What follows belongs to an exercise in optimizing a design on an open flow for small area, a short achievable clock period and few clock cycles; a production flow would make more cautious choices.
RTL that was checked went through simulation tests only; none was proved equivalent to the original.
No functional check of the RTL was part of run 8.
Power and IR drop assume default switching activity.

File: flow/flow/run.sh
#!/bin/bash
# Layout flow: the standard flow (standard.sh: ORFS synthesis to final
# layout, unchanged), run with
#  - a setup-slack margin, so that ORFS's repair_timing sizes the design for
#    a period shorter than the design's;
export SETUP_SLACK_MARGIN=${MARGIN:-23.6}
export BUFFER_PORTS_ARGS="-buffer_cell sky130_fd_sc_hd__buf_1"
bash standard.sh > standard.log 2>&1
File: flow/standard.sh
#!/bin/bash
# synth_recipe.tcl (not shown) runs the flow's synth.tcl, then flattens the netlist and writes it again
# the make line also repeats each setting of config.mk as NAME=value (left out here)
make -C /OpenROAD-flow-scripts/flow DESIGN_CONFIG=/design/flow/config.mk WORK_HOME=/design/flow/orfs CLKGATE_MAP_FILE= SYNTH_SCRIPT=/design/flow/synth_recipe.tcl "${@:-finish}"
File: flow/config.mk
export PLATFORM = sky130hd
export DESIGN_NAME = Top_002
export DESIGN_NICKNAME = Top_002
export VERILOG_FILES = /design/flow/design.v
export SDC_FILE = /design/flow/constraint.sdc
export NUM_CORES = 4
export LEC_CHECK = 0
export CAP_MARGIN = 20
export CORE_MARGIN = 2
export CORE_UTILIZATION = 62
export CTS_BUF_LIST = sky130_fd_sc_hd__clkbuf_4 sky130_fd_sc_hd__clkbuf_8
export SLEW_MARGIN = 20
export SYNTH_MEMORY_MAX_BITS = 8192
File: flow/constraint.sdc
create_clock -name core_clock -period 31.0 [get_ports {CLK}]
set_input_delay 6.2000 -clock core_clock [delete_from_list [all_inputs] [get_ports {CLK}]]
set_output_delay 6.2000 -clock core_clock [all_outputs]
set_load 0.01 [all_outputs]
File: flow/design.v
`timescale 1ns / 1ps
module Top_002(CLK,RST,MEM_ADDR,MEM_RDATA,MEM_WDATA,MEM_WE,HALTED);
	input CLK,RST;
	input [15:0]MEM_RDATA;
	output [7:0]MEM_ADDR;
	output [15:0]MEM_WDATA;
	output MEM_WE;
	output reg HALTED;
	reg [7:0]  MAR;
	reg [15:0] ACC, BR, R;
	reg        Z;
	reg [3:0]  op;                  
	reg        pv;                  
	reg        isF, isO, isI;
	reg        WE;
	reg [3:0]  cnt;
	reg        negq;                
	assign MEM_ADDR  = MAR;
	assign MEM_WDATA = ACC;
	assign MEM_WE    = WE;
	wire o_ld  = (op == 4'h2);
	wire o_add = (op == 4'h3);
	wire o_sub = (op == 4'h4);
	wire o_mpy = (op == 4'h8);
	wire o_div = (op == 4'h9);
	wire o_and = (op == 4'hA);
	wire o_or  = (op == 4'hB);
	wire o_not = (op == 4'hC);
	wire o_shr = (op == 4'hD);
	wire o_shl = (op == 4'hE);
	wire md     = o_mpy | o_div;
	wire isdiv  = op[0];
	wire minv   = isdiv ? ~BR[15] : negq;      
	wire do_neg = ~isI & (isO ? (md & ACC[15]) : (o_div & negq));
	wire selA   = ~isI & (o_add | o_sub | o_shl |
	                      (isO & md & ~ACC[15]) | (~isO & o_div & ~negq));
	wire selR   = ~isI & ~isO & o_mpy;
	wire selBB  = isI | o_ld | o_add | o_sub | o_or | o_not;
	wire selBA  = ~isI & (o_shl | do_neg);
	wire inv    = isI ? minv : (o_sub | o_not | do_neg);
	wire cin    = isI ? minv : (o_sub | do_neg);
	wire [15:0] eA = {16{selA}} | (BR & {16{o_and}}) | (~BR & {16{o_or}});
	wire [15:0] X = (ACC & eA) | (R & {16{selR}}) |
	                ({R[14:0], isdiv & ACC[15]} & {16{isI}}) |
	                ({1'b0, ACC[15:1]} & {16{o_shr}});
	wire [15:0] Y = ((BR & {16{selBB}}) | (ACC & {16{selBA}})) ^ {16{inv}};
	wire [16:0] sum = {1'b0, X} + {1'b0, Y} + {16'h0, cin};
	wire        cout = sum[16];
	wire bz   = (BR == 16'h0);
	wire div0 = o_div & bz;
	wire [15:0] res = sum[15:0] | {16{div0 & ~isO}};
	wire zn = pv ? (res == 16'h0) : Z;
	wire takes = isdiv ? cout : ACC[15];    
	wire sml  = (res[15:4] == 12'h0);
	wire zro  = sml & (res[3:0] == 4'h0);
	wire nrm  = isO & sml;
	reg [3:0] top;
	reg [3:0] ncnt;
	always @(*) begin
		if (res[3])      begin top = res[3:0];         ncnt = 4'd12; end
		else if (res[2]) begin top = {res[2:0], 1'b0}; ncnt = 4'd13; end
		else if (res[1]) begin top = {res[1:0], 2'b0}; ncnt = 4'd14; end
		else             begin top = {res[0], 3'b0};   ncnt = 4'd15; end
	end
	wire [15:0] nacc = {nrm ? top : res[15:12], res[11:0] & {12{~nrm}}};
	wire [3:0] d = MEM_RDATA[11:8];
	wire [7:0] a = MEM_RDATA[7:0];
	wire [7:0] pc1 = MAR + 8'd1;
	wire i_st  = ~d[3] & ~d[2] & ~d[1] & d[0];         
	wire i_hlt = ~d[3] & d[2] & d[1] & d[0];           
	wire i_shx = d[3] & d[2] & (d[1] | d[0]);          
	wire i_opO = (~d[2] & ~i_st) | (d[2] & ~d[1] & ~d[0]);    
	wire i_stF = d[2] & (d[1] ^ d[0]);                 
	wire maj  = (d[3] & d[1]) | (d[3] & d[0]) | (d[1] & d[0]);
	wire nad  = d[2] & (maj | (d[0] & zn));
	wire last = (cnt == 4'd15) | bz;    
	wire endO = isO & (~md | zro);      
	always @(posedge CLK or posedge RST) begin
		if (RST) begin
			MAR <= 8'h0; ACC <= 16'h0; Z <= 1'b0; pv <= 1'b0;
			isF <= 1'b1; isO <= 1'b0; isI <= 1'b0;
			WE <= 1'b0; HALTED <= 1'b0;
		end else begin
			isF <= (isF & i_stF) | endO | WE | (isI & last);
			isO <= isF & i_opO;
			isI <= (isO & md & ~zro) | (isI & ~last);
			WE  <= isF & i_st;
			pv  <= (isF & i_shx) | endO | (isI & last);
			if (isF & i_hlt) HALTED <= 1'b1;
			if (isF & ~nad)
				MAR <= a;
			else if (isF)
				MAR <= pc1;
			else if (~isI)
				MAR <= BR[7:0];
			if (isF & pv) Z <= zn;
			if ((isF & pv) | (isO & md))
				ACC <= nacc;
			else if (isI)
				ACC <= {ACC[14:0], cout};
		end
	end
	always @(posedge CLK) begin
		if (isF) op <= d;
		if (isF | isO) BR <= {MEM_RDATA[15:8], isF ? pc1 : MEM_RDATA[7:0]};
		R <= {16{isI}} & (takes ? sum[15:0] : X);
		cnt <= isO ? (sml ? ncnt : 4'd0) : cnt + 4'd1;
		if (isO) begin
			negq <= ACC[15] ^ (op[0] & MEM_RDATA[15]);
		end
	end
endmodule
==> results.txt, run 1 <==
outcome=finished clean; IO Count=44; fin worst setup slack=23710 ps; placed instance count=743; die area=0.00954 mm2; layout cells sized above 1=9.48%; Post-Synthesis Cells=624; Overall Global Routing Usage=33.0%; Startpoint Class=primary input; final WL=15.6 mm; Largest stage delay, worst path=290 ps; Slew @ Worst Pin=906 ps; Final setup viols=0; reg2reg setup slack=25010 ps; sequential share of the synthesized area=33.2%; multi-input combinational cell area=0.00344 mm2; CTS sink count=72; Slew Limit Fails=0; CP required=31250 ps; crit-path leading delay family=buffers and inverters; syn_nets=663; drt first pass iters=8; Core Region=0.00859 mm2; unrepaired setup endpoints after global routing=true; reg2reg path depth=16; H-tree depth=3; first-pass GRT wire length=25.2 mm; routed vias/inst=6.92; leak pwr=2.36 nW; clk_skew=14.8 ps; CTS Buf Count=9; relative slew slack=39.4%; Max-cap violations=0; Worst setup EP type=flip-flop; grt total ovfl=0; Die H=97.7 um; ys async rst share=43.1%; # diodes=0; RD Place Congestion=0.943; largest net degree at the start of global routing=54; clock root buffer=clkbuf_8; worst min-delay path class=reg2reg; Final Hold Viols=0; via count=5276; top cell type's share of synthesized area=13.8%; Worst Hold Path EP=Z; fin util=69.2%; worst r2r dst=MAR[5]; Storage cell area=0.00181 mm2; fmax=137 MHz; DR iter-0 viols=506; Post-Route Setup TNS=0 ps; Synth Flop Type=dfrtp_1; synthesis-stage register bit count=72; Worst Path Buf+Inv=3; Initial Utilization=63.3%; worst vdd ir=0.0441 mV; number of global-route vias before repair=5131; Finished Layout Cells=762; worst path cell trace=buf_1, ha_1, a211oi_2, nor2b_4, buf_12, buf_4, o22ai_1, nor3_1; dpl ws=22820 ps; Port Buffers=43; synth top area cells=dfrtp_1 14%, edfxtp_1 12%, dfxtp_1 7.4%; DRC violation count after routing=0; TritonCTS clock tree=built; r2r startpoint=isO; Mapped Area=0.00544 mm2; number of fillers in the final layout=717; antenna violations before repair=0; data arrival time of the worst path=7540 ps; wire per inst=20.5 um; PwrDens=117 mW/mm2; Layout area overhead=9.43%; area leader, netlist=dfrtp_1; later-pin clock latency in the skew report=360 ps; number of enable flip-flop cells after synthesis=21; min cycle time layout=7290 ps; slowest CP cell=ha_1; Clock Tree Buf Depth=2; Layout Nets=688; FP Rows=34; total power=0.000697 W; Syn Area/Cell=8.71 um2; Cell variety after synth=72; crit-path max FO=14; Die X-Extent=97.7 um; Hold Crit Depth=2; Worst-path clk slew=80 ps; hold path startpoint=Z; Post-DRT Antenna Nets=0; Tcrit/Tclk final=23.5%; Ys Warns=1; Setup CP Type=in2reg; HPWL after detailed placement=10.8 mm
[power breakdown]
| part | internal [W] | switching (W) |
|---|---|---|
| registers | 0.000131 | 0.0000453 |
| clock network | 0.0000536 | 0.0000394 |
| logic | 0.000163 | 0.000265 |
[cell type report]
class / instances / area share, %
timing repair buffer: 54 / 4.31
sequential: 72 / 30.4
inverter: 17 / 1.07
tap: 108 / 2.27
multi-input combinational: 495 / 57.8
clock buffer: 9 / 2.08
clock inverter: 7 / 2.00
[metrics by stage]
stage          area [um2]  hold WS [ps]
2_1_floorplan        5440           441
6_report             5950           482
4_1_cts              5900           485
5_1_grt              5950           499
3_5_place_dp         5650           468
3_3_place_gp         5650           463
[cells in the final DEF, fill, tap and decap left out, types with 4 or more instances in the layout]
cell,n
nor4_1,7
dfxtp_1,20
dfrtp_1,28
o22ai_1,10
nand3_1,17
buf_1,43
xnor2_1,23
and4_1,4
a21o_1,13
buf_4,10
a222oi_1,14
xor2_1,24
a311oi_1,10
a21oi_1,35
o211a_1,6
o21ai_0,31
nor3_1,20
a211oi_1,5
edfxtp_1,21
nor2_1,42
and3_1,5
mux2i_1,16
a22oi_1,25
and2_1,7
ha_1,19
nand2b_1,10
nand2_1,62
inv_1,17
o211ai_1,8
clkbuf_8,9
mux2_2,9
nand4_1,7
[layer usage]
layer | global-route usage, % | wire, um | vias up
li1 | - | - | 2423
met5 | 0 | 0 | -
met2 | 51.8 | 7460 | 279
met3 | 6.55 | 1230 | 58
met1 | 42.2 | 6290 | 2516
met4 | 19.0 | 663 | 0
[worst register-to-register path, cell delays in order, from the launching register on]
cell and delay, ps:
dfrtp_1 740, nor2b_1 130, nand2_1 270, o221ai_1 170
nand2_1 480, o21ai_0 180, a221o_1 350, fa_1 450
fa_1 500, a21o_1 240, a221o_2 390, o211ai_1 260
a21oi_1 100, nor3_1 710, nand4_1 530, a21oi_1 300
nor3_1 80
[state kept, by name, indices dropped and copies added (netlist names), 4 cells and up]
register,count
R,16
MAR,8
op,4
BR,16
cnt,4
ACC,16
[cells in the mapped netlist, types with 8 or more instances]
library cell  number
clkbuf_1          27
nand2_1           62
nand3_1           17
o22ai_1           10
a21oi_1           35
a311oi_1          10
mux2_2             9
dfrtp_1           30
nand2b_1          10
inv_1             17
a222oi_1          14
a22oi_1           25
edfxtp_1          21
dfxtp_1           20
xnor2_1           23
o211ai_1           8
xor2_1            24
ha_1              19
a21o_1            13
nor3_1            21
mux2i_1           16
nor2_1            42
o21ai_0           31
nor4_1             8
[cells by family (layout without fill, tap and decap cells)]
family	count (synthesis)	count (layout)	synth area share, %
XOR/XNOR	47	47	7.57
AND/OR/NAND/NOR	207	207	19.1
adder cells (fa/ha/maj)	21	21	5.11
AO/OA/AOI/OAI	195	195	26.0
flip-flops	72	72	33.2
multiplexers	25	25	4.81
buffers and inverters	57	87	4.23
[how the worst max path moves through the flow]
stage	startpoint	end	slack, ps	depth (start not counted)
after floorplan	MEM_RDATA[8]	MAR[1]	23620	8
after global placement	MEM_RDATA[9]	MAR[0]	23010	6
after detailed placement	MEM_RDATA[9]	MAR[1]	22820	7
after CTS	MEM_RDATA[9]	MAR[6]	23660	5
after global routing	MEM_RDATA[9]	MAR[6]	23590	8
final	MEM_RDATA[9]	MAR[4]	23710	8
[repair_timing]
item	4_1_cts	5_1_grt
hold buffers	0	0
resized for setup	3	3
setup buffers	0	3
setup endpoints to repair	9	8
Testbench counts, summed over its fixed seeds: cycles 251,751.
==> run 2: changes to the inputs <==
==> flow/run.sh (new file) <==
#!/bin/bash
# synth_recipe.tcl (not shown) runs the flow's synth.tcl, then flattens the netlist and writes it again
# the make line also repeats each setting of config.mk as NAME=value (left out here)
make -C /OpenROAD-flow-scripts/flow DESIGN_CONFIG=/design/flow/config.mk WORK_HOME=/design/flow/orfs CLKGATE_MAP_FILE= SYNTH_SCRIPT=/design/flow/synth_recipe.tcl finish
--- a/flow/config.mk
+++ b/flow/config.mk
@@ -9,3 +9,3 @@
 export CORE_MARGIN = 2
-export CORE_UTILIZATION = 62
+export CORE_UTILIZATION = 70
 export CTS_BUF_LIST = sky130_fd_sc_hd__clkbuf_4 sky130_fd_sc_hd__clkbuf_8
removed: flow/flow/run.sh
removed: flow/standard.sh
==> run 2 against run 1 <==
Against the previous run:
- cell area increased by 2.7%
- global-route usage increased by 5.2 points
- clock skew about the same
- power increased by 1.6%
- routed wire length increased by 1.9%
- final cell count decreased by 1.2%
- sequential power about the same
- critical path depth unchanged
==> results.txt, run 2 <==
unrepaired setup endpoints after global routing=false (was true); worst vdd ir=0.0559 mV (was 0.0441 mV); Worst Hold Path EP=HALTED (was Z); synth top area cells=dfrtp_1 14%, edfxtp_1 12%, dfxtp_1 7.4% (unchanged); Max-cap violations=0 (unchanged); # diodes=0 (unchanged); most frequent cells in the layout=62 x nand2_1, 43 x clkdlybuf4s50_1, 42 x nor2_1 (was 62 x nand2_1, 43 x buf_1, 42 x nor2_1); ys async rst share=43.1% (unchanged); post-CTS setup buffers=0 (unchanged); Ys Warns=1 (unchanged); leak pwr=2.44 nW (was 2.36 nW); DR iter-0 viols=587 (was 506); dpl ws=22400 ps (was 22820 ps); die area=0.00849 mm2 (was 0.00954 mm2); syn_nets=663 (unchanged); Mapped Area=0.00544 mm2 (unchanged); count leader, synth=nand2_1 (unchanged); H-tree depth=3 (unchanged); Core Region=0.00761 mm2 (was 0.00859 mm2); DP Area=0.00590 mm2 (was 0.00565 mm2); Worst setup EP type=flip-flop (unchanged); relative slew slack=28.4% (was 39.4%); final WL=15.9 mm (was 15.6 mm); clk_skew=15.0 ps (was 14.8 ps); number of fillers in the final layout=529 (was 717); PwrDens=116 mW/mm2 (was 117 mW/mm2); top flop regs=ACC (16), BR (16), R (16) (unchanged); Cell variety after synth=72 (unchanged); later-pin clock latency in the skew report=350 ps (was 360 ps); r2r startpoint=isO (unchanged); synthesis-stage register bit count=72 (unchanged); hold buffers post-CTS=0 (unchanged); number of global-route vias before repair=5226 (was 5131); crit-path max FO=11 (was 14); Post-Synthesis Cells=624 (unchanged); WHS=477 ps (was 482 ps); drt first pass iters=6 (was 8); Setup CP Type=in2reg (unchanged); via count=5383 (was 5276); Worst-path clk slew=90 ps (was 80 ps); wire per inst=21.2 um (was 20.5 um); antenna violations before repair=0 (unchanged); Clock Tree Buf Depth=2 (unchanged); largest net degree at the start of global routing=54 (unchanged); grt total ovfl=0 (unchanged); number of enable flip-flop cells after synthesis=21 (unchanged); Final Hold Viols=0 (unchanged); Slew @ Worst Pin=1070 ps (was 906 ps); HPWL after detailed placement=11.1 mm (was 10.8 mm); Final setup viols=0 (unchanged); FP Rows=32 (was 34); commonest non-fill, non-tap cell in the layout=nand2_1 (unchanged); Tcrit/Tclk final=25.6% (was 23.5%); Port Buffers=43 (unchanged); IO Count=44 (unchanged); Overall Global Routing Usage=38.1% (was 33.0%); fmax=126 MHz (was 137 MHz); Layout Nets=685 (was 688); area leader, netlist=dfrtp_1 (unchanged); data arrival time of the worst path=8170 ps (was 7540 ps); reg2reg path depth=15 (was 16); Startpoint Class=primary input (unchanged); worst min-delay path class=reg2reg (unchanged); Initial Utilization=71.5% (was 63.3%); fin util=80.3% (was 69.2%); worst r2r dst=MAR[2] (was MAR[5]); top post-synthesis cells by count=62 x nand2_1, 42 x nor2_1, 35 x a21oi_1, 31 x o21ai_0, 30 x dfrtp_1 (unchanged); Layout area overhead=12.4% (was 9.43%); clock root buffer=clkbuf_8 (unchanged); top cell type's share of synthesized area=13.8% (unchanged); CTS sink count=72 (unchanged); number of gates resized after cts=0 (was 3); reg2reg setup slack=25040 ps (was 25010 ps); fin worst setup slack=23060 ps (was 23710 ps); Slew Limit Fails=0 (unchanged); CTS Buf Count=9 (unchanged); min cycle time layout=7940 ps (was 7290 ps); layout cells sized above 1=8.45% (was 9.48%); outcome=finished clean (unchanged); Post-Route Setup TNS=0 ps (unchanged); Hold Crit Depth=1 (was 2); Post-DRT Antenna Nets=0 (unchanged); routed vias/inst=7.15 (was 6.92); first-pass GRT wire length=25.5 mm (was 25.2 mm); CP required=31230 ps (was 31250 ps); TritonCTS clock tree=built (unchanged); DRC violation count after routing=0 (unchanged); design area=0.00611 mm2 (was 0.00595 mm2); RD Place Congestion=0.940 (was 0.943); hold path startpoint=HALTED (was Z); Die X-Extent=92.1 um (was 97.7 um); Syn Area/Cell=8.71 um2 (unchanged); sequential share of the synthesized area=33.2% (unchanged); Die H=92.1 um (was 97.7 um); Synth Flop Type=dfrtp_1 (unchanged)
[run 2: critical path, stage by stage]
cell	delay, ps
clkdlybuf4s50_1	620
ha_1	250
a211oi_1	70
nor2b_1	370
buf_4	270
nand3_1	110
a21oi_1	200
nor3_1	80
[run 2: through the flow]
| stage | power, W | cells |
|---|---|---|
| 2_1_floorplan | 0.000483 | 624 |
| 3_3_place_gp | 0.000600 | 736 |
| 3_5_place_dp | 0.000614 | 736 |
| 4_1_cts | 0.000694 | 752 |
| 5_1_grt | 0.000752 | 753 |
| 6_report | 0.000709 | 753 |
[run 2: area by class of cell]
| class | count | area [um2] | area share, % |
|---|---|---|---|
| clock buffers | 9 | 124 | 2.03 |
| inverters | 17 | 63.8 | 1.04 |
| well taps | 102 | 128 | 2.09 |
| flip-flops and latches | 72 | 1810 | 29.6 |
| multi-input cells | 495 | 3420 | 55.9 |
| repair buffers | 51 | 490 | 8.02 |
| clock inverters | 7 | 77.6 | 1.27 |
[run 2: logic make-up (layout without fill, tap and decap cells)]
kind of cell | after synthesis | after routing | synth area share, %
simple gates | 207 | 207 | 19.1
compound gates | 195 | 195 | 26.0
buf+inv | 57 | 84 | 4.23
fa+ha+maj | 21 | 21 | 5.11
flops | 72 | 72 | 33.2
mux | 25 | 25 | 4.81
xor+xnor | 47 | 47 | 7.57
[run 2: per-layer routing]
| metal | track usage (%) | vias to the layer above | wire length, um |
|---|---|---|---|
| met2 | 63.2 | 356 | 7570 |
| met4 | 18.9 | 0 | 712 |
| li1 | - | 2425 | - |
| met3 | 7.81 | 70 | 1520 |
| met5 | 0 | - | 0 |
| met1 | 47.4 | 2532 | 6130 |
[run 2: worst max-delay path by stage]
stage                 startpoint  endpoint
floorplan           MEM_RDATA[8]    MAR[1]
global placement    MEM_RDATA[9]    MAR[7]
detailed placement  MEM_RDATA[9]    MAR[2]
CTS                 MEM_RDATA[9]    MAR[2]
global route        MEM_RDATA[9]    MAR[2]
finish              MEM_RDATA[9]    MAR[2]
[run 2: power by group]
part            total, W  leakage (nW)  internal (W)  switching, W
Sequential      0.000177         0.726      0.000131     0.0000468
Clock          0.0000782         0.100     0.0000379     0.0000403
Combinational   0.000453          1.61      0.000183      0.000270
Total           0.000709          2.44      0.000352      0.000357
==> run 3: changes to the inputs <==
==> flow/flow/run.sh (new file) <==
#!/bin/bash
# Layout flow: the standard flow (standard.sh: ORFS synthesis to final
# layout, unchanged), run with
#  - a setup-slack margin, so that ORFS's repair_timing sizes the design for
#    a period shorter than the design's;
#  - small port buffers (every port still gets its buffer); repair_timing
#    upsizes the ones on critical paths;
export SETUP_SLACK_MARGIN=${MARGIN:-23.6}
export BUFFER_PORTS_ARGS="-buffer_cell sky130_fd_sc_hd__buf_1"
export CTS_ARGS="-sink_clustering_enable -repair_clock_nets -dont_use_dummy_load -sink_clustering_size 30 -sink_clustering_max_diameter 60 -buf_list {sky130_fd_sc_hd__clkbuf_4 sky130_fd_sc_hd__clkbuf_8}"
bash standard.sh > standard.log 2>&1
==> flow/standard.sh (new file) <==
#!/bin/bash
# synth_recipe.tcl (not shown) runs the flow's synth.tcl, then flattens the netlist and writes it again
# the make line also repeats each setting of config.mk as NAME=value (left out here)
make -C /OpenROAD-flow-scripts/flow DESIGN_CONFIG=/design/flow/config.mk WORK_HOME=/design/flow/orfs CLKGATE_MAP_FILE= SYNTH_SCRIPT=/design/flow/synth_recipe.tcl "${@:-finish}"
--- a/flow/config.mk
+++ b/flow/config.mk
@@ -9,4 +9,3 @@
 export CORE_MARGIN = 2
-export CORE_UTILIZATION = 70
-export CTS_BUF_LIST = sky130_fd_sc_hd__clkbuf_4 sky130_fd_sc_hd__clkbuf_8
+export CORE_UTILIZATION = 68
 export SLEW_MARGIN = 20
removed: flow/run.sh
==> run 3 against run 2 <==
Against the previous run:
- still clean on timing, DRC and antenna
- sequential cell count unchanged
- first-iteration DRC count grew 16%
- synthesized area did not move
- global-route usage decreased by 1.1 points
- largest power group unchanged
- highest routed layer unchanged
==> results.txt, run 3 <==
CTS Buf Count=9 (unchanged); total power=0.000666 W (was 0.000709 W); hold path startpoint=HALTED (unchanged); clock root buffer=clkbuf_8 (unchanged); syn_nets=663 (unchanged); drt first pass iters=6 (unchanged); IO Count=44 (unchanged); later-pin clock latency in the skew report=360 ps (was 350 ps); DRC violation count after routing=0 (unchanged); Cell variety after synth=72 (unchanged); number of enable flip-flop cells after synthesis=21 (unchanged); Core Region=0.00773 mm2 (was 0.00761 mm2); outcome=finished clean (unchanged); Post-Route Setup TNS=0 ps (unchanged); Syn Area/Cell=8.71 um2 (unchanged); RD Place Congestion=0.950 (was 0.940); largest net degree at the start of global routing=54 (unchanged); min cycle time layout=7370 ps (was 7940 ps); Initial Utilization=70.4% (was 71.5%); FP Rows=32 (unchanged); Tcrit/Tclk final=23.8% (was 25.6%); Die H=93.4 um (was 92.1 um); Worst setup EP type=flip-flop (unchanged); slowest CP cell=a211oi_2 (was clkdlybuf4s50_1); commonest non-fill, non-tap cell in the layout=nand2_1 (unchanged); grt total ovfl=0 (unchanged); die area=0.00873 mm2 (was 0.00849 mm2); internal power=0.000319 W (was 0.000352 W); relative slew slack=24.5% (was 28.4%); Max-cap violations=0 (unchanged); synth top area cells=dfrtp_1 14%, edfxtp_1 12%, dfxtp_1 7.4% (unchanged); clock network power share=8.6% (was 11.0%); worst vdd ir=0.0491 mV (was 0.0559 mV); Layout Nets=686 (was 685); TritonCTS clock tree=built (unchanged); Setup CP Type=in2reg (unchanged); Sw Share=52.2% (was 50.4%); most frequent cells in the layout=62 x nand2_1, 43 x buf_1, 42 x nor2_1 (was 62 x nand2_1, 43 x clkdlybuf4s50_1, 42 x nor2_1); top post-synthesis cells by count=62 x nand2_1, 42 x nor2_1, 35 x a21oi_1, 31 x o21ai_0, 30 x dfrtp_1 (unchanged); synthesis-stage register bit count=72 (unchanged); Psw=0.000347 W (was 0.000357 W); CP required=31230 ps (about the same); Hold Crit Depth=1 (unchanged); Worst Path Buf+Inv=3 (was 2); Layout area overhead=6.81% (was 12.4%); logic gate share of total power=64.9% (was 63.9%); sequential share of the synthesized area=33.2% (unchanged); H-tree depth=3 (unchanged); PwrDens=115 mW/mm2 (was 116 mW/mm2); Startpoint Class=primary input (unchanged); Finished Layout Cells=747 (was 753); data arrival time of the worst path=7600 ps (was 8170 ps); fin worst setup slack=23630 ps (was 23060 ps); ys async rst share=43.1% (unchanged); reg2reg path depth=16 (was 15); final WL=15.7 mm (was 15.9 mm); wire per inst=21.1 um (was 21.2 um); Slew @ Worst Pin=1130 ps (was 1070 ps); Port Buffers=43 (unchanged); WP depth=8 (unchanged); number of global-route vias before repair=5155 (was 5226); worst path cell trace=buf_1, ha_1, a211oi_2, nor2b_4, buf_12, buf_4, o22ai_1, nor3_1 (was clkdlybuf4s50_1, ha_1, a211oi_1, nor2b_1, buf_4, nand3_1, a21oi_1, nor3_1); Clock Tree Buf Depth=2 (unchanged); Slew Limit Fails=0 (unchanged); Ys Warns=1 (unchanged); leak pwr=2.30 nW (was 2.44 nW); via count=5307 (was 5383); worst min-delay path class=reg2reg (unchanged); placed instance count=736 (unchanged); Worst-path clk slew=90 ps (about the same); layout cells sized above 1=8.22% (was 8.45%); HPWL after detailed placement=11.0 mm (was 11.1 mm); Post-DRT Antenna Nets=0 (unchanged); crit-path leading delay family=buffers and inverters (unchanged); unrepaired setup endpoints after global routing=false (unchanged); routed vias/inst=7.10 (was 7.15); clk_skew=31.7 ps (was 15.0 ps); fin util=75.2% (was 80.3%); CTS sink count=72 (unchanged); count leader, synth=nand2_1 (unchanged); crit-path max FO=15 (was 11); number of fillers in the final layout=597 (was 529); first-pass GRT wire length=25.4 mm (was 25.5 mm); Post-Synthesis Cells=624 (unchanged); top flop regs=ACC (16), BR (16), R (16) (unchanged); # diodes=0 (unchanged); DR iter-0 viols=679 (was 587); r2r startpoint=isO (unchanged); dpl ws=22850 ps (was 22400 ps); Synth Flop Type=dfrtp_1 (unchanged); Largest stage delay, worst path=320 ps (was 620 ps); sequential power share=26.5% (was 25.0%); fmax=136 MHz (was 126 MHz); crit path launch=MEM_RDATA[9] (unchanged); Final Hold Viols=0 (unchanged); area leader, netlist=dfrtp_1 (unchanged); Final setup viols=0 (unchanged); Mapped Area=0.00544 mm2 (unchanged); top cell type's share of synthesized area=13.8% (unchanged); Die X-Extent=93.4 um (was 92.1 um); antenna violations before repair=0 (unchanged); Overall Global Routing Usage=37.0% (was 38.1%)
run 3: metrics by stage:
step                      instance area (um2)  hold WS (ps)
after floorplan                          5440           441
after global placement                   5630           452
after detailed placement                 5630           462
after CTS                                5770           483
after global routing                     5810           513
final                                    5810           478
run 3: final timing paths:
| path | end | slack, ps |
|---|---|---|
| worst max-delay path | MAR[2] | 23630 |
| worst min-delay path | HALTED | 480 |
| worst max register to register | ACC[12] | 24850 |
| worst min register to register | HALTED | 480 |
| max in group asynchronous | ACC[13] | 24730 |
| min in group asynchronous | isO | 5910 |
run 3: kinds of logic (layout without fill, tap and decap cells):
logic type               after synthesis  in the layout  share of synthesized area, %
AO/OA/AOI/OAI                        195            195                          26.0
XOR/XNOR                              47             47                          7.57
adder cells (fa/ha/maj)               21             21                          5.11
buffers and inverters                 57             78                          4.23
flip-flops                            72             72                          33.2
multiplexers                          25             25                          4.81
AND/OR/NAND/NOR                      207            207                          19.1
run 3: timing repair:
item                       4_1_cts  5_1_grt
setup endpoints to repair        8        8
resized for setup                3        2
hold endpoints to repair         0        0
pin swaps                        0        0
buffers inserted                 0        2
hold buffers                     0        0
run 3: final cells by class:
| class | instances | area (um2) | area share [%] |
|---|---|---|---|
| flip-flops and latches | 72 | 1810 | 31.2 |
| clock buffers | 9 | 124 | 2.13 |
| multi-input cells | 495 | 3440 | 59.3 |
| repair buffers | 52 | 241 | 4.16 |
| well taps | 102 | 128 | 2.20 |
| inverters | 17 | 63.8 | 1.10 |
run 3: metal layers:
metal	share of wire [%]	track usage [%]	vias up
met4	3.8	17.3	0
met3	9.2	8.14	61
met1	39	47.3	2488
li1	-	-	2403
met2	47	59.8	355
met5	0	0	-
run 3: power by group through the flow:
stage / sequential [W] / combinational, W / clock [W]
5_1_grt: 0.000181 / 0.000471 / 0.0000615
6_report: 0.000176 / 0.000433 / 0.0000574
3_3_place_gp: 0.000174 / 0.000408 / 0
4_1_cts: 0.000174 / 0.000421 / 0.0000579
3_5_place_dp: 0.000176 / 0.000419 / 0
2_1_floorplan: 0.000166 / 0.000317 / 0
==> run 4: changes to the inputs <==
--- a/flow/config.mk
+++ b/flow/config.mk
@@ -9,3 +9,4 @@
 export CORE_MARGIN = 2
-export CORE_UTILIZATION = 68
+export CORE_UTILIZATION = 62
+export GPL_TIMING_DRIVEN = 1
 export SLEW_MARGIN = 20
==> run 4 against run 3 <==
Against the previous run:
- still clean on timing, DRC and antenna
- synthesized area unchanged
- utilization decreased by 7.3 points
- clock power increased by 3%
- final cell count increased by 1.1%
- register-to-register slack improved by 80 ps
- count of clock-buffer cells in the layout unchanged
- critical path depth decreased by 3
- highest routed layer unchanged
==> results.txt, run 4 <==
DR iter-0 viols=444 (was 679); Psw=0.000344 W (was 0.000347 W); crit-path max FO=9 (was 15); Slew Limit Fails=0 (unchanged); area leader, netlist=dfrtp_1 (unchanged); final WL=15.6 mm (was 15.7 mm); leak pwr=2.31 nW (was 2.30 nW); Final setup viols=0 (unchanged); synth top area cells=dfrtp_1 14%, edfxtp_1 12%, dfxtp_1 7.4% (unchanged); synthesis-stage register bit count=72 (unchanged); hold buffers post-CTS=0 (unchanged); IO Count=44 (unchanged); layout cells sized above 1=8.66% (was 8.22%); Die H=97.7 um (was 93.4 um); number of global-route vias before repair=5072 (was 5155); sequential power share=26.6% (was 26.5%); logic gate share of total power=64.5% (was 64.9%); Worst Path Buf+Inv=1 (was 3); Layout Nets=688 (was 686); number of enable flip-flop cells after synthesis=21 (unchanged); clk_skew=19.6 ps (was 31.7 ps); Sw Share=51.9% (was 52.2%); HPWL after detailed placement=10.8 mm (was 11.0 mm); Overall Global Routing Usage=32.8% (was 37.0%); Setup CP Type=in2reg (unchanged); routed vias/inst=6.96 (was 7.10); Cell variety after synth=72 (unchanged); crit-path leading delay family=simple AND/OR/NAND/NOR gates (was buffers and inverters); most frequent cells in the layout=62 x nand2_1, 43 x buf_1, 42 x nor2_1 (unchanged); number of fillers in the final layout=732 (was 597); Post-Route Setup TNS=0 ps (unchanged); antenna violations before repair=0 (unchanged); relative slew slack=40.0% (was 24.5%); unrepaired setup endpoints after global routing=true (was false); top post-synthesis cells by count=62 x nand2_1, 42 x nor2_1, 35 x a21oi_1, 31 x o21ai_0, 30 x dfrtp_1 (unchanged); internal power=0.000320 W (was 0.000319 W); Syn Area/Cell=8.71 um2 (unchanged); later-pin clock latency in the skew report=360 ps (about the same); Synth Flop Type=dfrtp_1 (unchanged); via count=5255 (was 5307); PwrDens=114 mW/mm2 (was 115 mW/mm2); data arrival time of the worst path=7540 ps (was 7600 ps); worst vdd ir=0.0428 mV (was 0.0491 mV); FP Rows=34 (was 32); Layout area overhead=7.25% (was 6.81%); Worst-path clk slew=60 ps (was 90 ps); design area=0.00583 mm2 (was 0.00581 mm2); DRC violation count after routing=0 (unchanged); commonest non-fill, non-tap cell in the layout=nand2_1 (unchanged); fmax=137 MHz (was 136 MHz); Largest stage delay, worst path=450 ps (was 320 ps); min cycle time layout=7280 ps (was 7370 ps); Clock Tree Buf Depth=2 (unchanged); # diodes=0 (unchanged); grt total ovfl=0 (unchanged); slowest CP cell=or3_4 (was a211oi_2); Core Region=0.00859 mm2 (was 0.00773 mm2); ys async rst share=43.1% (unchanged); TritonCTS clock tree=built (unchanged); multi-input combinational cell area=0.00344 mm2 (unchanged); clock root buffer=clkbuf_8 (unchanged); Die X-Extent=97.7 um (was 93.4 um); worst path cell trace=buf_1, ha_1, or3_4, o2111ai_1, nor3b_1 (was buf_1, ha_1, a211oi_2, nor2b_4, buf_12, buf_4, o22ai_1, nor3_1); first-pass GRT wire length=25.0 mm (was 25.4 mm); WHS=480 ps (was 478 ps); sequential share of the synthesized area=33.2% (unchanged); Tcrit/Tclk final=23.5% (was 23.8%); Post-Synthesis Cells=624 (unchanged); top flop regs=ACC (16), BR (16), R (16) (unchanged); die area=0.00954 mm2 (was 0.00873 mm2); syn_nets=663 (unchanged); Mapped Area=0.00544 mm2 (unchanged); DP Area=0.00565 mm2 (was 0.00563 mm2); Slew @ Worst Pin=896 ps (was 1130 ps); wire per inst=20.7 um (was 21.1 um); largest net degree at the start of global routing=54 (unchanged); H-tree depth=3 (unchanged); CTS sink count=72 (unchanged); clock network power share=8.9% (was 8.6%); Final Hold Viols=0 (unchanged); Port Buffers=43 (unchanged); outcome=finished clean (unchanged); Initial Utilization=63.3% (was 70.4%); count leader, synth=nand2_1 (unchanged); Startpoint Class=primary input (unchanged); Post-DRT Antenna Nets=0 (unchanged); Ys Warns=1 (unchanged); top cell type's share of synthesized area=13.8% (unchanged); CTS Buf Count=9 (unchanged); CP required=31260 ps (was 31230 ps); Worst setup EP type=flip-flop (unchanged); RD Place Congestion=0.943 (was 0.950); fin util=67.9% (was 75.2%); Storage cell area=0.00181 mm2 (about the same); drt first pass iters=6 (unchanged); worst min-delay path class=reg2reg (unchanged); Max-cap violations=0 (unchanged)
-- run 4: what timing repair did --
action | in CTS | in global routing
resized for setup | 2 | 4
gates cloned | 0 | 0
buffers inserted | 0 | 3
setup endpoints to repair | 8 | 9
-- run 4: power by group through the flow --
| stage | Combinational [W] | Clock, W | Sequential [W] |
|---|---|---|---|
| finish | 0.000428 | 0.0000593 | 0.000176 |
| detailed placement | 0.000416 | 0 | 0.000176 |
| CTS | 0.000418 | 0.0000595 | 0.000175 |
| floorplan | 0.000317 | 0 | 0.000166 |
| global placement | 0.000408 | 0 | 0.000175 |
| global route | 0.000467 | 0.0000637 | 0.000181 |
-- run 4: path summary, 6_finish.rpt --
kind,depth (start not counted),end,slack [ps],from
setup reg to reg,16,MAR[5],24930,isO
max in group asynchronous,3,isI,24710,RST
hold / removal,2,Z,480,Z
setup / recovery,5,MAR[0],23720,MEM_RDATA[9]
min in group asynchronous,3,MAR[1],5900,RST
hold reg to reg,2,Z,480,Z
-- run 4: stage by stage --
step	setup WS, ps	power (W)	cells
floorplan	23620	0.000483	624
global placement	23010	0.000583	743
detailed placement	22820	0.000592	743
CTS	23630	0.000653	752
global route	23570	0.000712	755
finish	23720	0.000664	755
-- run 4: area by class of cell --
cell class	count	share of cell area [%]
multi-input cells	495	59.0
well taps	108	2.32
clock buffers	9	2.12
inverters	17	1.09
flip-flops and latches	72	31.0
repair buffers	54	4.40
-- run 4: metal layers --
layer / vias to the layer above / global-route usage [%] / wire, um / part of all wire, %
li1: 2422 / - / - / -
met1: 2529 / 42.0 / 6470 / 41
met2: 245 / 51.8 / 7430 / 48
met3: 59 / 6.55 / 1070 / 6.8
met4: 0 / 18.1 / 641 / 4.1
met5: - / 0 / 0 / 0
-- run 4: cells by family after synthesis --
logic type      synth area share (%)
compound gates                  26.0
xor+xnor                        7.57
fa+ha+maj                       5.11
buf+inv                         4.23
flops                           33.2
mux                             4.81
simple gates                    19.1
-- run 4: tightest hold or removal path: stages (launching register included) --
cell and delay (ps):
dfrtp_1 330, nand2_1 40, o21ai_0 70
==> run 5: changes to the inputs <==
--- a/flow/flow/run.sh
+++ b/flow/flow/run.sh
@@ -7,3 +7,3 @@
 #    upsizes the ones on critical paths;
-export SETUP_SLACK_MARGIN=${MARGIN:-23.6}
+export SETUP_SLACK_MARGIN=${MARGIN:-23.4}
 export BUFFER_PORTS_ARGS="-buffer_cell sky130_fd_sc_hd__buf_1"
--- a/flow/config.mk
+++ b/flow/config.mk
@@ -10,3 +10,2 @@
 export CORE_UTILIZATION = 62
-export GPL_TIMING_DRIVEN = 1
 export SLEW_MARGIN = 20
==> run 5 against run 4 <==
Against the previous run:
- still clean on timing, DRC and antenna
- power decreased by 0.40%
- sequential share of layout area increased by 0.25 points
- cell area decreased by 0.88%
- clock power decreased by 2%
==> results.txt, run 5 <==
Initial Utilization=63.3% (unchanged); Die X-Extent=97.7 um (unchanged); DRC violation count after routing=0 (unchanged); number of fillers in the final layout=740 (was 732); Final Hold Viols=0 (unchanged); synth top area cells=dfrtp_1 14%, edfxtp_1 12%, dfxtp_1 7.4% (unchanged); Synth Flop Type=dfrtp_1 (unchanged); Worst-path clk slew=70 ps (was 60 ps); Setup CP Type=in2reg (unchanged); via count=5171 (was 5255); Worst setup EP type=flip-flop (unchanged); clk_skew=24.4 ps (was 19.6 ps); Final setup viols=0 (unchanged); number of global-route vias before repair=4812 (was 5072); Mapped Area=0.00544 mm2 (unchanged); worst min-delay path class=reg2reg (unchanged); worst r2r dst=MAR[1] (was MAR[5]); relative slew slack=42.6% (was 40.0%); Startpoint Class=primary input (unchanged); r2r startpoint=isO (unchanged); min cycle time layout=7480 ps (was 7280 ps); later-pin clock latency in the skew report=350 ps (was 360 ps); Post-DRT Antenna Nets=0 (unchanged); HPWL after detailed placement=10.9 mm (was 10.8 mm); Slew @ Worst Pin=854 ps (was 896 ps); RD Place Congestion=0.929 (was 0.943); fmax=134 MHz (was 137 MHz); FP Rows=34 (unchanged); wire per inst=20.7 um (about the same); Cell variety after synth=72 (unchanged); hold path startpoint=cnt[0] (was Z); sequential power share=26.7% (was 26.6%); post-CTS setup buffers=0 (unchanged); Slew Limit Fails=0 (unchanged); data arrival time of the worst path=7740 ps (was 7540 ps); Worst Setup EP=MAR[1] (was MAR[0]); first-pass GRT wire length=24.8 mm (was 25.0 mm); DR iter-0 viols=587 (was 444); ys async rst share=43.1% (unchanged); unrepaired setup endpoints after global routing=false (was true); Port Buffers=43 (unchanged); drt first pass iters=9 (was 6); top flop regs=ACC (16), BR (16), R (16) (unchanged); Tcrit/Tclk final=24.1% (was 23.5%); Post-Synthesis Cells=624 (unchanged); crit-path max FO=9 (unchanged); final WL=15.6 mm (about the same); Clock Tree Buf Depth=2 (unchanged); Sw Share=51.8% (was 51.9%); CP required=31250 ps (was 31260 ps); H-tree depth=3 (unchanged); crit path launch=MEM_RDATA[9] (unchanged); Layout area overhead=6.30% (was 7.25%); Core Region=0.00859 mm2 (unchanged); Ys Warns=1 (unchanged); antenna violations before repair=0 (unchanged); internal power=0.000319 W (was 0.000320 W); leak pwr=2.29 nW (was 2.31 nW); # diodes=0 (unchanged); placed instance count=743 (unchanged); clock root buffer=clkbuf_8 (unchanged); area leader, netlist=dfrtp_1 (unchanged); top post-synthesis cells by count=62 x nand2_1, 42 x nor2_1, 35 x a21oi_1, 31 x o21ai_0, 30 x dfrtp_1 (unchanged); most frequent cells in the layout=62 x nand2_1, 43 x buf_1, 42 x nor2_1 (unchanged); logic gate share of total power=64.5% (about the same); routed vias/inst=6.88 (was 6.96); clock network power share=8.8% (was 8.9%); outcome=finished clean (unchanged); number of enable flip-flop cells after synthesis=21 (unchanged); commonest non-fill, non-tap cell in the layout=nand2_1 (unchanged); count leader, synth=nand2_1 (unchanged); PwrDens=114 mW/mm2 (about the same); worst vdd ir=0.0490 mV (was 0.0428 mV); sequential share of the synthesized area=33.2% (unchanged); IO Count=44 (unchanged); Finished Layout Cells=752 (was 755); die area=0.00954 mm2 (unchanged); CTS sink count=72 (unchanged); largest net degree at the start of global routing=54 (unchanged); synthesis-stage register bit count=72 (unchanged); Psw=0.000343 W (was 0.000344 W); Layout Nets=685 (was 688); number of gates resized after cts=1 (was 2); top cell type's share of synthesized area=13.8% (unchanged); Syn Area/Cell=8.71 um2 (unchanged); Die H=97.7 um (unchanged); grt total ovfl=0 (unchanged); CTS Buf Count=9 (unchanged); layout cells sized above 1=7.61% (was 8.66%); reg2reg setup slack=25030 ps (was 24930 ps); Overall Global Routing Usage=32.6% (was 32.8%); TritonCTS clock tree=built (unchanged); syn_nets=663 (unchanged); reg2reg path depth=16 (unchanged); Max-cap violations=0 (unchanged); hold buffers post-CTS=0 (unchanged); Post-Route Setup TNS=0 ps (unchanged)
[run 5: cell counts after synthesis]
Identical to the previous run, type by type.
[run 5: final cells by class]
class	count	area [um2]	share of cell area, %
repair buffers	51	221	3.83
flip-flops and latches	72	1810	31.3
multi-input cells	495	3430	59.3
well taps	108	135	2.34
inverters	17	63.8	1.10
clock buffers	9	124	2.14
[run 5: power by group through the flow]
stage               Clock [W]  Sequential [W]  Combinational (W)
floorplan                   0        0.000166           0.000317
global placement            0        0.000175           0.000408
detailed placement          0        0.000177           0.000416
CTS                 0.0000590        0.000175           0.000419
global route        0.0000626        0.000182           0.000469
finish              0.0000579        0.000177           0.000427
[run 5: critical path: stages]
cell     delay, ps
buf_1          170
ha_1           260
nor3_1         700
a21oi_1        160
nor3_1         240
[run 5: worst min path at each step]
stage               endpoint  slack (ps)  cells after the start
floorplan             cnt[0]         440                      1
global placement           Z         460                      2
detailed placement    cnt[0]         480                      1
CTS                   cnt[0]         490                      1
global route               Z         520                      2
finish                cnt[0]         480                      1
[run 5: stage by stage]
stage               power, W  hold slack [ps]  utilization (%)  area, um2  setup WS [ps]
floorplan           0.000483              441                -       5440          23590
global placement    0.000583              463             65.7       5650          23020
CTS                 0.000653              493             67.2       5780          23490
finish              0.000662              484             67.3       5780          23520
global route        0.000714              516             67.3       5780          23400
detailed placement  0.000593              484             65.7       5650          22820
[run 5: cells by family (layout without fill, tap and decap cells)]
kind of cell / after synthesis / in the layout / share of synthesized area (%)
compound gates: 195 / 195 / 26.0
xor+xnor: 47 / 47 / 7.57
fa+ha+maj: 21 / 21 / 5.11
buf+inv: 57 / 77 / 4.23
flops: 72 / 72 / 33.2
mux: 25 / 25 / 4.81
simple gates: 207 / 207 / 19.1
[run 5: routing by layer]
layer | global-route usage, % | routed length, um | vias up
met2 | 51.2 | 7480 | 268
li1 | - | - | 2406
met5 | 0 | 0 | -
met1 | 43.2 | 6300 | 2455
met4 | 15.9 | 494 | 0
met3 | 6.04 | 1280 | 42
==> run 6: changes to the inputs <==
--- a/flow/flow/run.sh
+++ b/flow/flow/run.sh
@@ -7,3 +7,3 @@
 #    upsizes the ones on critical paths;
-export SETUP_SLACK_MARGIN=${MARGIN:-23.4}
+export SETUP_SLACK_MARGIN=${MARGIN:-23.6}
 export BUFFER_PORTS_ARGS="-buffer_cell sky130_fd_sc_hd__buf_1"
--- a/flow/config.mk
+++ b/flow/config.mk
@@ -9,3 +9,3 @@
 export CORE_MARGIN = 2
-export CORE_UTILIZATION = 62
+export CORE_UTILIZATION = 58
 export SLEW_MARGIN = 20
==> run 6 against run 5 <==
Against the previous run:
- still clean on timing, DRC and antenna
- first-iteration DRC count is 22% lower
- final cell count up 0.66%
- utilization down 3.6 points
- synthesized cell count stayed put
- via count is 0.89% lower
- global-route usage decreased by 0.81 points
- routed wire length up 0.33%
- clock skew is 3.8 ps lower
- maximum frequency increased by 3.0%
- cell area grew 0.82%
- count of clock-buffer cells in the layout stayed put
==> results.txt, run 6 <==
via count=5125 (was 5171); Final Hold Viols=0 (unchanged); Syn Area/Cell=8.71 um2 (unchanged); Mapped Area=0.00544 mm2 (unchanged); wire per inst=20.6 um (was 20.7 um); sequential share of the synthesized area=33.2% (unchanged); Largest stage delay, worst path=540 ps (was 700 ps); Final setup viols=0 (unchanged); Post-Synthesis Cells=624 (unchanged); data arrival time of the worst path=1070 ps (was 7740 ps); hold buffers post-CTS=0 (unchanged); outcome=finished clean (unchanged); Core Region=0.00915 mm2 (was 0.00859 mm2); Cell variety after synth=72 (unchanged); synthesis-stage register bit count=72 (unchanged); antenna violations before repair=0 (unchanged); r2r startpoint=isO (unchanged); routed vias/inst=6.77 (was 6.88); top post-synthesis cells by count=62 x nand2_1, 42 x nor2_1, 35 x a21oi_1, 31 x o21ai_0, 30 x dfrtp_1 (unchanged); leak pwr=2.30 nW (was 2.29 nW); grt total ovfl=0 (unchanged); largest net degree at the start of global routing=54 (unchanged); Post-Route Setup TNS=0 ps (unchanged); Setup CP Type=reg2out (was in2reg); Tcrit/Tclk final=23.4% (was 24.1%); CP required=24800 ps (was 31250 ps); top cell type's share of synthesized area=13.8% (unchanged); final WL=15.6 mm (about the same); min cycle time layout=7270 ps (was 7480 ps); Port Buffers=43 (unchanged); most frequent cells in the layout=62 x nand2_1, 43 x buf_1, 42 x nor2_1 (unchanged); relative slew slack=39.3% (was 42.6%); Worst setup EP type=output pin (was flip-flop); placed instance count=747 (was 743); Die H=101 um (was 97.7 um); top flop regs=ACC (16), BR (16), R (16) (unchanged); Post-DRT Antenna Nets=0 (unchanged); Synth Flop Type=dfrtp_1 (unchanged); Layout area overhead=7.18% (was 6.30%); design area=0.00583 mm2 (was 0.00578 mm2); DR iter-0 viols=460 (was 587); Clock Tree Buf Depth=2 (unchanged); Worst-path clk slew=90 ps (was 70 ps); number of fillers in the final layout=804 (was 740); clock root buffer=clkbuf_8 (unchanged); crit-path max FO=10 (was 9); multi-input combinational cell area=0.00344 mm2 (was 0.00343 mm2); syn_nets=663 (unchanged); count leader, synth=nand2_1 (unchanged); number of global-route vias before repair=4721 (was 4812); CTS Buf Count=9 (unchanged); synth top area cells=dfrtp_1 14%, edfxtp_1 12%, dfxtp_1 7.4% (unchanged); hold path startpoint=HALTED (was cnt[0]); later-pin clock latency in the skew report=360 ps (was 350 ps); die area=0.0102 mm2 (was 0.00954 mm2); DP Area=0.00566 mm2 (was 0.00565 mm2); number of enable flip-flop cells after synthesis=21 (unchanged); DRC violation count after routing=0 (unchanged); Slew @ Worst Pin=907 ps (was 854 ps); Finished Layout Cells=757 (was 752); HPWL after detailed placement=10.8 mm (was 10.9 mm); worst min-delay path class=reg2reg (unchanged); ys async rst share=43.1% (unchanged); crit-path leading delay family=flip-flops (was simple AND/OR/NAND/NOR gates); H-tree depth=3 (unchanged); commonest non-fill, non-tap cell in the layout=nand2_1 (unchanged); TritonCTS clock tree=built (unchanged); worst vdd ir=0.0456 mV (was 0.0490 mV); layout cells sized above 1=8.51% (was 7.61%); first-pass GRT wire length=25.1 mm (was 24.8 mm); slowest CP cell=dfrtp_2 (was nor3_1); Startpoint Class=flip-flop (was primary input); Max-cap violations=0 (unchanged); fmax=138 MHz (was 134 MHz); clk_skew=20.6 ps (was 24.4 ps); Layout Nets=687 (was 685); IO Count=44 (unchanged); FP Rows=35 (was 34); Initial Utilization=59.4% (was 63.3%); Worst Path Buf+Inv=1 (unchanged); Die X-Extent=101 um (was 97.7 um); crit path launch=ACC[15] (was MEM_RDATA[9]); Ys Warns=1 (unchanged); RD Place Congestion=0.927 (was 0.929); Slew Limit Fails=0 (unchanged); PwrDens=114 mW/mm2 (about the same); # diodes=0 (unchanged); area leader, netlist=dfrtp_1 (unchanged); drt first pass iters=5 (was 9); worst path cell trace=buf_1 (was buf_1, ha_1, nor3_1, a21oi_1, nor3_1); Storage cell area=0.00181 mm2 (about the same); Overall Global Routing Usage=31.7% (was 32.6%); CTS sink count=72 (unchanged); unrepaired setup endpoints after global routing=false (unchanged)
## run 6: stage by stage
step | total power, W | setup slack (ps) | util, % | hold WS (ps)
2_1_floorplan | 0.000483 | 23620 | - | 441
3_3_place_gp | 0.000587 | 23000 | 61.8 | 461
3_5_place_dp | 0.000592 | 22890 | 61.8 | 461
4_1_cts | 0.000653 | 23620 | 63.3 | 482
5_1_grt | 0.000714 | 23590 | 63.7 | 498
6_report | 0.000664 | 23730 | 63.7 | 475
## run 6: layout make-up
type	count	share of cell area, %
Multi-Input combinational cell	495	59.1
Sequential cell	72	31.1
Timing Repair Buffer	53	4.27
Tap cell	111	2.38
Clock buffer	9	2.13
Inverter	17	1.09
## run 6: cells by family (layout without fill, tap and decap cells)
kind of cell               count (synthesis)  after routing  synth area share (%)
AOI/OAI and AO/OA                        195            195                  26.0
and+or+nand+nor                          207            207                  19.1
DFF                                       72             72                  33.2
buffers and inverters                     57             79                  4.23
muxes                                     25             25                  4.81
xor gates and xnor gates                  47             47                  7.57
adders and majority gates                 21             21                  5.11
## run 6: worst paths after layout
path	end	slack, ps	cells past startpoint
max	MEM_WDATA[15]	23730	1
min	HALTED	470	1
max reg2reg	MAR[0]	25110	16
min reg2reg	HALTED	470	1
max in group asynchronous	isF	24720	3
min in group asynchronous	MAR[1]	5910	3
## run 6: per-layer routing
layer,vias to the layer above,GRT usage (%),routed length (um)
met5,-,0,0
met4,0,11.8,365
met3,29,3.40,912
met2,186,52.4,7500
met1,2498,43.0,6830
li1,2412,-,-
## run 6: what timing repair did
action                     in CTS  in global routing
buffers inserted                0                  1
setup endpoints to repair       8                  9
resized for setup               3                  3
## run 6: report_power, final
group / total, W / leakage (nW) / internal (W) / switching [W]
clock: 0.0000602 / 0.0647 / 0.0000260 / 0.0000342
sequential: 0.000176 / 0.725 / 0.000131 / 0.0000456
combinational: 0.000427 / 1.51 / 0.000163 / 0.000264
total: 0.000664 / 2.30 / 0.000320 / 0.000343
==> run 7: changes to the inputs <==
--- a/flow/config.mk
+++ b/flow/config.mk
@@ -9,3 +9,3 @@
 export CORE_MARGIN = 2
-export CORE_UTILIZATION = 58
+export CORE_UTILIZATION = 62
 export SLEW_MARGIN = 20
==> run 7 against run 6 <==
Against the previous run:
- still clean on timing, DRC and antenna
- routed wire length hardly changed
- cell area hardly changed
- combinational power hardly changed
- synthesized cell count stayed put
- global-route usage is 1.0 points higher
- critical path type is now in2reg
- critical endpoint is now MAR[0]
==> results.txt, run 7 <==
largest net degree at the start of global routing=54 (unchanged); FP Rows=34 (was 35); ys async rst share=43.1% (unchanged); WHS=480 ps (was 475 ps); XOR/XNOR Fraction of Synth Area=7.57% (unchanged); Cell variety after synth=72 (unchanged); Adder-Cell Fraction of Synth Area=5.11% (unchanged); H-tree depth=3 (unchanged); layout cells sized above 1=8.66% (was 8.51%); mux contribution to synthesized area=4.81% (unchanged); top flop regs=ACC (16), BR (16), R (16) (unchanged); HPWL after detailed placement=10.8 mm (about the same); worst r2r dst=MAR[5] (was MAR[0]); Layout area overhead=7.25% (was 7.18%); Post-Synth Simple-Gate Area=19.1% (unchanged); reg2reg path depth=16 (unchanged); Synth Flop Type=dfrtp_1 (unchanged); worst vdd ir=0.0428 mV (was 0.0456 mV); Post-Synthesis Cells=624 (unchanged); r2r startpoint=isO (unchanged); fin worst setup slack=23720 ps (was 23730 ps); Ys Warns=1 (unchanged); worst min-delay path class=reg2reg (unchanged); unrepaired setup endpoints after global routing=true (was false); PwrDens=114 mW/mm2 (about the same); fmax=137 MHz (was 138 MHz); # diodes=0 (unchanged); grt total ovfl=0 (unchanged); Clock Tree Buf Depth=2 (unchanged); Port Buffers=43 (unchanged); Largest stage delay, worst path=450 ps (was 540 ps); crit-path max FO=9 (was 10); reg2reg setup slack=24930 ps (was 25110 ps); routed vias/inst=6.96 (was 6.77); Post-Route Setup TNS=0 ps (unchanged); count leader, synth=nand2_1 (unchanged); clock root buffer=clkbuf_8 (unchanged); later-pin clock latency in the skew report=360 ps (about the same); top cell type's share of synthesized area=13.8% (unchanged); Syn Area/Cell=8.71 um2 (unchanged); number of enable flip-flop cells after synthesis=21 (unchanged); Core Region=0.00859 mm2 (was 0.00915 mm2); Worst-path clk slew=60 ps (was 90 ps); area leader, netlist=dfrtp_1 (unchanged); IO Count=44 (unchanged); sequential share of the synthesized area=33.2% (unchanged); first-pass GRT wire length=25.0 mm (was 25.1 mm); via count=5255 (was 5125); wire per inst=20.7 um (was 20.6 um); Max-cap violations=0 (unchanged); Die X-Extent=97.7 um (was 101 um); worst path cell trace=buf_1, ha_1, or3_4, o2111ai_1, nor3b_1 (was buf_1); min cycle time layout=7280 ps (was 7270 ps); Post-DRT Antenna Nets=0 (unchanged); crit path launch=MEM_RDATA[9] (was ACC[15]); Die H=97.7 um (was 101 um); Slew @ Worst Pin=896 ps (was 907 ps); synth top area cells=dfrtp_1 14%, edfxtp_1 12%, dfxtp_1 7.4% (unchanged); CTS Buf Count=9 (unchanged); Tcrit/Tclk final=23.5% (was 23.4%); TritonCTS clock tree=built (unchanged); Final Hold Viols=0 (unchanged); relative slew slack=40.0% (was 39.3%); Setup CP Type=in2reg (was reg2out); Overall Global Routing Usage=32.8% (was 31.7%); dpl ws=22820 ps (was 22890 ps); drt first pass iters=6 (was 5); hold path startpoint=Z (was HALTED); top post-synthesis cells by count=62 x nand2_1, 42 x nor2_1, 35 x a21oi_1, 31 x o21ai_0, 30 x dfrtp_1 (unchanged); Initial Utilization=63.3% (was 59.4%); Mapped Area=0.00544 mm2 (unchanged); CP required=31260 ps (was 24800 ps); slowest CP cell=or3_4 (was dfrtp_2); Startpoint Class=primary input (was flip-flop); final WL=15.6 mm (about the same); area fraction in compound gates after synthesis=26.0% (unchanged); clk_skew=19.6 ps (was 20.6 ps); number of global-route vias before repair=5072 (was 4721); DR iter-0 viols=444 (was 460); combinational family with the most area after synthesis=compound AO/OA/AOI/OAI gates (unchanged); Layout Nets=688 (was 687); CTS sink count=72 (unchanged); Slew Limit Fails=0 (unchanged); RD Place Congestion=0.943 (was 0.927); Worst setup EP type=flip-flop (was output pin); DRC violation count after routing=0 (unchanged); Worst Setup EP=MAR[0] (was MEM_WDATA[15]); most frequent cells in the layout=62 x nand2_1, 43 x buf_1, 42 x nor2_1 (unchanged); commonest non-fill, non-tap cell in the layout=nand2_1 (unchanged); leak pwr=2.31 nW (was 2.30 nW); hold buffers post-CTS=0 (unchanged); Final setup viols=0 (unchanged); synthesis-stage register bit count=72 (unchanged); outcome=finished clean (unchanged); syn_nets=663 (unchanged); antenna violations before repair=0 (unchanged); data arrival time of the worst path=7540 ps (was 1070 ps); die area=0.00954 mm2 (was 0.0102 mm2)
## run 7: cell types whose count changed in the layout (fill, tap and decap cells not counted)
| cell | before | now |
|---|---|---|
| buf_4 | 9 | 10 |
## run 7: cell type report
type                       count  area [um2]
fill                         732        2760
multi-input combinational    495        3440
timing repair buffer          54         256
tap                          108         135
sequential                    72        1810
clock buffer                   9         124
inverter                      17        63.8
## run 7: cells by family after synthesis
| logic type | count (synthesis) |
|---|---|
| buffers and inverters | 57 |
| flip-flops | 72 |
| AND/OR/NAND/NOR | 207 |
| multiplexers | 25 |
| AO/OA/AOI/OAI | 195 |
| adder cells (fa/ha/maj) | 21 |
| XOR/XNOR | 47 |
## run 7: worst min-delay path by stage
stage	end	slack (ps)	cells after the start
CTS	Z	480	2
finish	Z	480	2
global placement	Z	460	2
detailed placement	Z	470	2
global route	HALTED	500	1
floorplan	cnt[0]	440	1
## run 7: critical path: cells and delay by family
kind | cells | cell delay [ps]
compound gates | 1 | 210
fa+ha+maj | 1 | 290
buf+inv | 1 | 190
simple gates | 2 | 650
## run 7: metrics by stage
step           util (%)  instance area [um2]  total power (W)  instances
2_1_floorplan         -                 5440         0.000483        624
3_3_place_gp       65.7                 5650         0.000583        743
3_5_place_dp       65.7                 5650         0.000592        743
4_1_cts            67.3                 5780         0.000653        752
5_1_grt            67.9                 5830         0.000712        755
6_report           67.9                 5830         0.000664        755
## run 7: routing by layer
layer | track usage [%] | share of wire (%)
met4 | 18.1 | 4.1
met1 | 42.0 | 41
met3 | 6.55 | 6.8
met2 | 51.8 | 48
met5 | 0 | 0
## run 7: repair_timing
action                     in CTS  in global routing
resized for setup               2                  4
pin swaps                       0                  0
setup endpoints to repair       8                  9
buffers inserted                0                  3
cloned                          0                  0
## run 7: power by group
group	switching (W)	internal (W)
Combinational	0.000266	0.000163
Clock	0.0000333	0.0000259
Sequential	0.0000456	0.000131
==> run 8: changes to the inputs <==
--- a/flow/design.v
+++ b/flow/design.v
@@ -75,2 +75,5 @@
 	wire nad  = d[2] & (maj | (d[0] & zn));
+	wire [7:0] marH = isI ? MAR : BR[7:0];
+	wire [7:0] marP = isF ? pc1 : marH;
+	wire [7:0] marA = isF ? a : marH;
 	wire last = (cnt == 4'd15) | bz;    
@@ -89,8 +92,3 @@
 			if (isF & i_hlt) HALTED <= 1'b1;
-			if (isF & ~nad)
-				MAR <= a;
-			else if (isF)
-				MAR <= pc1;
-			else if (~isI)
-				MAR <= BR[7:0];
+			MAR <= nad ? marP : marA;
 			if (isF & pv) Z <= zn;
--- a/flow/config.mk
+++ b/flow/config.mk
@@ -9,3 +9,3 @@
 export CORE_MARGIN = 2
-export CORE_UTILIZATION = 62
+export CORE_UTILIZATION = 58
 export SLEW_MARGIN = 20
==> run 8 against run 7 <==
Against the previous run:
- still clean
- hold slack better by 14 ps
- critical path depth up 3
- power down 9.1%
- highest routed layer unchanged
==> results.txt, run 8 <==
clock root buffer=clkbuf_8 (unchanged); commonest non-fill, non-tap cell in the layout=nand2_1 (unchanged); CTS Buf Count=9 (unchanged); antenna violations before repair=0 (unchanged); largest net degree at the start of global routing=61 (was 54); FP Rows=35 (was 34); clk_skew=26.5 ps (was 19.6 ps); area leader, netlist=dfrtp_1 (unchanged); number of enable flip-flop cells after synthesis=21 (unchanged); leak pwr=2.36 nW (was 2.31 nW); number of global-route vias before repair=4935 (was 5072); relative slew slack=19.0% (was 40.0%); Port Buffers=43 (unchanged); Largest stage delay, worst path=310 ps (was 450 ps); HPWL after detailed placement=11.8 mm (was 10.8 mm); Startpoint Class=primary input (unchanged); Overall Global Routing Usage=32.7% (was 32.8%); first-pass GRT wire length=26.1 mm (was 25.0 mm); RD Place Congestion=0.920 (was 0.943); Synth Flop Type=dfrtp_1 (unchanged); worst min-delay path class=reg2reg (unchanged); top cell type's share of synthesized area=13.6% (was 13.8%); Initial Utilization=59.7% (was 63.3%); top flop regs=ACC (16), BR (16), R (16) (unchanged); PwrDens=102 mW/mm2 (was 114 mW/mm2); Syn Area/Cell=8.69 um2 (was 8.71 um2); Slew Limit Fails=0 (unchanged); outcome=finished clean (unchanged); Layout area overhead=7.10% (was 7.25%); fin util=64.0% (was 67.9%); Post-Synthesis Cells=635 (was 624); later-pin clock latency in the skew report=350 ps (was 360 ps); CTS sink count=72 (unchanged); synthesis-stage register bit count=72 (unchanged); Cell variety after synth=77 (was 72); Final Hold Viols=0 (unchanged); Setup CP Type=in2reg (unchanged); synth top area cells=dfrtp_1 14%, edfxtp_1 11%, dfxtp_1 7.3% (was dfrtp_1 14%, edfxtp_1 12%, dfxtp_1 7.4%); TritonCTS clock tree=built (unchanged); Final setup viols=0 (unchanged); fmax=136 MHz (was 137 MHz); DR iter-0 viols=591 (was 444); IO Count=44 (unchanged); die area=0.0103 mm2 (was 0.00954 mm2); data arrival time of the worst path=7540 ps (about the same); worst vdd ir=0.0443 mV (was 0.0428 mV); CP required=31200 ps (was 31260 ps); Post-Route Setup TNS=0 ps (unchanged); worst path cell trace=buf_4, ha_1, nand2b_4, o21ai_2, nand2_2, o21a_1, a41oi_4, a221oi_1 (was buf_1, ha_1, or3_4, o2111ai_1, nor3b_1); placed instance count=774 (was 743); top post-synthesis cells by count=68 x nand2_1, 38 x nor2_1, 38 x o21ai_0, 36 x a21oi_1, 30 x dfrtp_1 (was 62 x nand2_1, 42 x nor2_1, 35 x a21oi_1, 31 x o21ai_0, 30 x dfrtp_1); Clock Tree Buf Depth=2 (unchanged); Die H=102 um (was 97.7 um); Ys Warns=1 (unchanged); Slew @ Worst Pin=1210 ps (was 896 ps); syn_nets=674 (was 663); Mapped Area=0.00552 mm2 (was 0.00544 mm2); via count=5251 (was 5255); Worst-path clk slew=80 ps (was 60 ps); min cycle time layout=7340 ps (was 7280 ps); wire per inst=20.9 um (was 20.7 um); slowest CP cell=a41oi_4 (was or3_4); drt first pass iters=6 (unchanged); grt total ovfl=0 (unchanged); DRC violation count after routing=0 (unchanged); Die X-Extent=102 um (was 97.7 um); unrepaired setup endpoints after global routing=false (was true); sequential share of the synthesized area=32.8% (was 33.2%); Layout Nets=695 (was 688); Tcrit/Tclk final=23.7% (was 23.5%); # diodes=0 (unchanged); hold buffers post-CTS=0 (unchanged); most frequent cells in the layout=67 x nand2_1, 40 x buf_1, 37 x nor2_1 (was 62 x nand2_1, 43 x buf_1, 42 x nor2_1); final WL=16.4 mm (was 15.6 mm); layout cells sized above 1=7.80% (was 8.66%); count leader, synth=nand2_1 (unchanged); routed vias/inst=6.71 (was 6.96); post-CTS setup buffers=0 (unchanged); Core Region=0.00924 mm2 (was 0.00859 mm2); ys async rst share=43.1% (unchanged); H-tree depth=3 (unchanged); crit-path max FO=9 (unchanged); Finished Layout Cells=783 (was 755); Worst setup EP type=flip-flop (unchanged); Post-DRT Antenna Nets=0 (unchanged); Max-cap violations=0 (unchanged)
run 8: cell count changes after synthesis, sizes merged, moves of 6 or more:
cell and change:
a311oi -6, nor3 -6, inv +6, o22ai -7
o21ai +8, nand2b -6, mux2 -7, a21o -7
o211a +6, nand2 +6
run 8: kinds of logic (layout without fill, tap and decap cells):
group / Yosys count / after routing / synth area share [%]
compound gates: 216 / 216 / 28.8
buf+inv: 64 / 83 / 4.74
mux: 19 / 19 / 3.49
simple gates: 199 / 199 / 18.2
xor+xnor: 44 / 44 / 6.98
fa+ha+maj: 21 / 21 / 5.03
flops: 72 / 72 / 32.8
run 8: metrics by stage:
| stage | setup slack [ps] | instance area (um2) | hold slack (ps) | total power (W) |
|---|---|---|---|---|
| 2_1_floorplan | 23610 | 5530 | 440 | 0.000439 |
| 3_3_place_gp | 23190 | 5760 | 465 | 0.000529 |
| 3_5_place_dp | 23130 | 5760 | 477 | 0.000534 |
| 4_1_cts | 23610 | 5900 | 493 | 0.000596 |
| 5_1_grt | 23590 | 5910 | 506 | 0.000646 |
| 6_report | 23660 | 5910 | 494 | 0.000604 |
run 8: path summary, 6_finish.rpt:
kind / startpoint / end / slack (ps) / cells after the start
max: MEM_RDATA[8] / MAR[7] / 23660 / 8
min: cnt[0] / cnt[0] / 490 / 1
max reg2reg: isO / ACC[14] / 24550 / 19
min reg2reg: cnt[0] / cnt[0] / 490 / 1
max in group asynchronous: RST / ACC[9] / 24730 / 3
min in group asynchronous: RST / MAR[6] / 5920 / 3
run 8: area by class of cell:
class | instances | area (um2)
multi-input combinational | 499 | 3500
tap | 129 | 161
inverter | 23 | 86.3
fill | 838 | 3330
sequential | 72 | 1810
clock buffer | 9 | 124
timing repair buffer | 51 | 230
run 8: worst max-delay path: cells and delay by family:
kind	cells	cell delay, ps
AND/OR/NAND/NOR	2	250
AO/OA/AOI/OAI	4	750
buffers and inverters	1	140
adder cells (fa/ha/maj)	1	200
run 8: report_power, final:
group | total, W | leakage [nW] | internal [W] | switching [W]
logic | 0.000373 | 1.57 | 0.000138 | 0.000235
clock network | 0.0000580 | 0.0647 | 0.0000260 | 0.0000321
registers | 0.000172 | 0.726 | 0.000128 | 0.0000445
total | 0.000604 | 2.36 | 0.000292 | 0.000312
run 8: repair_timing:
item	4_1_cts	5_1_grt
resized for setup	3	7
gates cloned	0	0
setup endpoints to repair	8	8
pin swaps	0	2
run 8: per-layer routing:
| layer | up-vias | GRT usage (%) | wire (um) |
|---|---|---|---|
| met5 | - | 0 | 0 |
| met4 | 0 | 13.8 | 629 |
| met3 | 48 | 7.18 | 1340 |
| met2 | 274 | 50.0 | 7410 |
| met1 | 2470 | 44.9 | 7010 |
| li1 | 2459 | - | - |

==> afterwards: timing with drivers on the ports <==
No port has a modelled driver above. Below, the same layouts with a new extraction and two added sets of constraints.
Step 1 assumes that a clkbuf_16 drives the clock port and a buf_2 every other input.
Step 2 also shifts input and output timing later by t, the mid clock arrival at the registers, as if the neighbouring blocks saw the same clock.
a / b / c = ideal ports / drivers / drivers and shift; a / b = the first two.
run	t, ns	setup WS [ns]
run 1	0.390	23.709 / 23.693 / 23.333
run 2	0.381	23.060 / 23.076 / 22.695
run 3	0.373	23.632 / 23.640 / 23.267
run 4	0.387	23.724 / 23.702 / 23.349
run 5	0.375	23.520 / 23.534 / 23.159
run 6	0.383	23.734 / 23.699 / 23.373
run 7	0.387	23.724 / 23.702 / 23.349
run 8	0.369	23.655 / 23.632 / 23.299
After both steps setup and hold are still met in every run listed.
